From an optimization exercise on the open Yosys and OpenROAD flow, aimed at small area; shortcuts taken in it are not production practice.
In this exercise RTL edits were held to simulation tests only and were not proved equivalent to the original.
Power and IR drop assume default switching activity.

Setup of run A:
==> flow/design.v (excerpt) <==
module top(
      clk,
      rst,
      srx_c,
      srx_d,
      pwm_a,
      pwm_b,
      led1,
      led2,
      led3,
      led4,
      led5,
      led6,
      output_switch0,
      output_switch1,
      output_switch2,
      output_switch3,
      output0_from_A,
      output1_from_A,
      output2_from_A,
      output3_from_A,
      output0_from_B,
      output1_from_B,
      output2_from_B,
      output3_from_B,
      sw0,
      sw1,
      sw2,
      reset_CPUA_pad,
      reset_CPUB_pad,
      power_on_A_pad,
      power_on_B_pad,
      GPIO_A,
      GPIO_B
    );
Settings: LEC_CHECK=0, CAP_MARGIN=20, CORE_MARGIN=2, CORE_UTILIZATION=80, PLACE_DENSITY=0.88, SLEW_MARGIN=20; clock period 8.0 ns.
standard.sh (not shown) runs the stock make flow with config.mk's settings and CLKGATE_MAP_FILE= SYNTH_SCRIPT=/design/flow/synth_recipe.tcl, a recipe that flattens the netlist after the stock synthesis.
==> flow/flow/run.sh <==
#!/bin/bash
# Own layout flow: the standard flow (standard.sh) with two ORFS
# variables changed:
#   - port buffers use the smallest buffer cell (buf_1);
#   - clock tree: clkbuf_4 leaf clusters of at most 10 sinks, no dummy loads.
# Everything else (synthesis, floorplan, power grid, taps, routing) is the
# standard flow's. The full make output goes to flow_make.log here.
set -uo pipefail
bash standard.sh \
  "BUFFER_PORTS_ARGS=-buffer_cell sky130_fd_sc_hd__buf_1" \
  "CTS_ARGS=-sink_clustering_enable -repair_clock_nets -dont_use_dummy_load -buf_list sky130_fd_sc_hd__clkbuf_4 -sink_clustering_size 10 -sink_clustering_max_diameter 50" \
  finish > flow_make.log 2>&1
status=$?
tail -n 30 flow_make.log
exit $status
Setup changes, run A to run B
- changing PLACE_DENSITY from 0.88 to 0.75
- changing CORE_UTILIZATION from 80 to 65
--- a/flow/flow/run.sh
+++ b/flow/flow/run.sh
@@ -11 +11 @@
-  "CTS_ARGS=-sink_clustering_enable -repair_clock_nets -dont_use_dummy_load -buf_list sky130_fd_sc_hd__clkbuf_4 -sink_clustering_size 10 -sink_clustering_max_diameter 50" \
+  "CTS_ARGS=-sink_clustering_enable -repair_clock_nets -dont_use_dummy_load -buf_list sky130_fd_sc_hd__clkbuf_4 -sink_clustering_size 8 -sink_clustering_max_diameter 40" \
### Flow results
Run A did not stop at any stage, and its layout met the timing, design-rule and antenna checks. Run B: done, clean on timing, DRC and antenna. From run B to run A, area share of and/or/nand/nor cells after synthesis did not move at all. In the final design statistics, run B uses more standard cells in total than run A. Diff run A and run B: met1 track demand over resource higher in run A. Minimum clock period after layout was higher in the run labelled run A. Compared to run A, run B has final core area utilization 15 points lower. Worst setup slack, run A and run B, higher one = run B. In run B, final wirelength is lower than in run A. Compared with run A, run B shows number of vias per cell after detailed routing lower by 6.7%. Comparing placement row count for run A and run B, the bigger number came from run B.
> inputs changed (run B -> run C)
--- a/flow/flow/run.sh
+++ b/flow/flow/run.sh
@@ -11 +11 @@
-  "CTS_ARGS=-sink_clustering_enable -repair_clock_nets -dont_use_dummy_load -buf_list sky130_fd_sc_hd__clkbuf_4 -sink_clustering_size 8 -sink_clustering_max_diameter 40" \
+  "CTS_ARGS=-sink_clustering_enable -repair_clock_nets -dont_use_dummy_load -buf_list sky130_fd_sc_hd__clkbuf_4 -sink_clustering_size 10 -sink_clustering_max_diameter 50" \
Results
Run C: done, clean on timing, DRC and antenna. Reported for run B and run C, clock net sink count turned out identical to the last digit. Run C vs run B: global-route wire length before repair down slightly. Worst path arrival time (higher): run C. NOTE cell area after layout run B->run C decreased slightly. Run C vs. run B: transition at the pin with the smallest max-transition slack down 4.7 ps; setup slack flat.


== before ==
Another version of the RTL of top (not shown whole).
Size: roughly 1900 cells after synthesis, about 23000 um2 of cells after synthesis.
make LEC_CHECK=0 CAP_MARGIN=20 CORE_MARGIN=2 CORE_UTILIZATION=40 CTS_BUF_LIST='sky130_fd_sc_hd__clkbuf_2 sky130_fd_sc_hd__clkbuf_4 sky130_fd_sc_hd__clkbuf_8' PLACE_DENSITY=0.6 SLEW_MARGIN=20 finish   # period 8.0 ns
run.sh (not shown) runs the stock make flow with config.mk's settings and CLKGATE_MAP_FILE= SYNTH_SCRIPT=/design/flow/synth_recipe.tcl, a recipe that flattens the netlist after the stock synthesis.
Stock flow here: none of the scripts above is used.
Input-level comparison between after and before:
- CTS_BUF_LIST removed (was sky130_fd_sc_hd__clkbuf_2 sky130_fd_sc_hd__clkbuf_4 sky130_fd_sc_hd__clkbuf_8)
- The via count reported for after is smaller than that of before by 1.7%.
- NOTE: clock power share in after exceeds that of before
- Between after and before, the final clock skew figures differ only marginally.
- From before to after the numbers moved as follows: worst setup slack now sits higher; worst ir drop on vdd now sits higher.
- Looking at after and before, the global routing met3 resource utilization is a wash.
- Area added between synthesis and finish, after and before: higher on after
- Number of top-level design ports: before vs after, no meaningful difference

port drivers added, routing unchanged:
The flow's constraints put no driver on any port. The routed layouts listed below were extracted and timed again, unchanged, in two steps. Step 1, drivers: a clkbuf_16 drives clk and a buf_2 each remaining input, both assumed. Step 2 moves the port delays by t, midway between the first and last clock arrival at a register: inputs arrive t later, outputs are due t later. That takes back most of the time a late clock gives input paths. Three values: ideal, step 1, step 2; two values: the first two.
run	t, ns	setup slack, ns	worst hold slack (ns)	clock arrival spread, ns	slew at the worst register clock pin (ns)
run A	0.744	3.847 / 3.847 / 3.847	0.351 / 0.351 / 0.351	0.064 / 0.065	0.11 / 0.11
run B	0.740	3.903 / 3.903 / 3.903	0.369 / 0.369 / 0.369	0.057 / 0.057	0.09 / 0.09
run C	0.805	3.906 / 3.906 / 3.906	0.384 / 0.384 / 0.384	0.072 / 0.072	0.11 / 0.11
before	0.703	3.369 / 3.369 / 3.369	0.440 / 0.440 / 0.440	0.031 / 0.031	0.07 / 0.07
after	0.680	3.421 / 3.421 / 3.421	0.444 / 0.444 / 0.444	0.031 / 0.031	0.06 / 0.06
After both steps setup and hold are still met in every run listed.
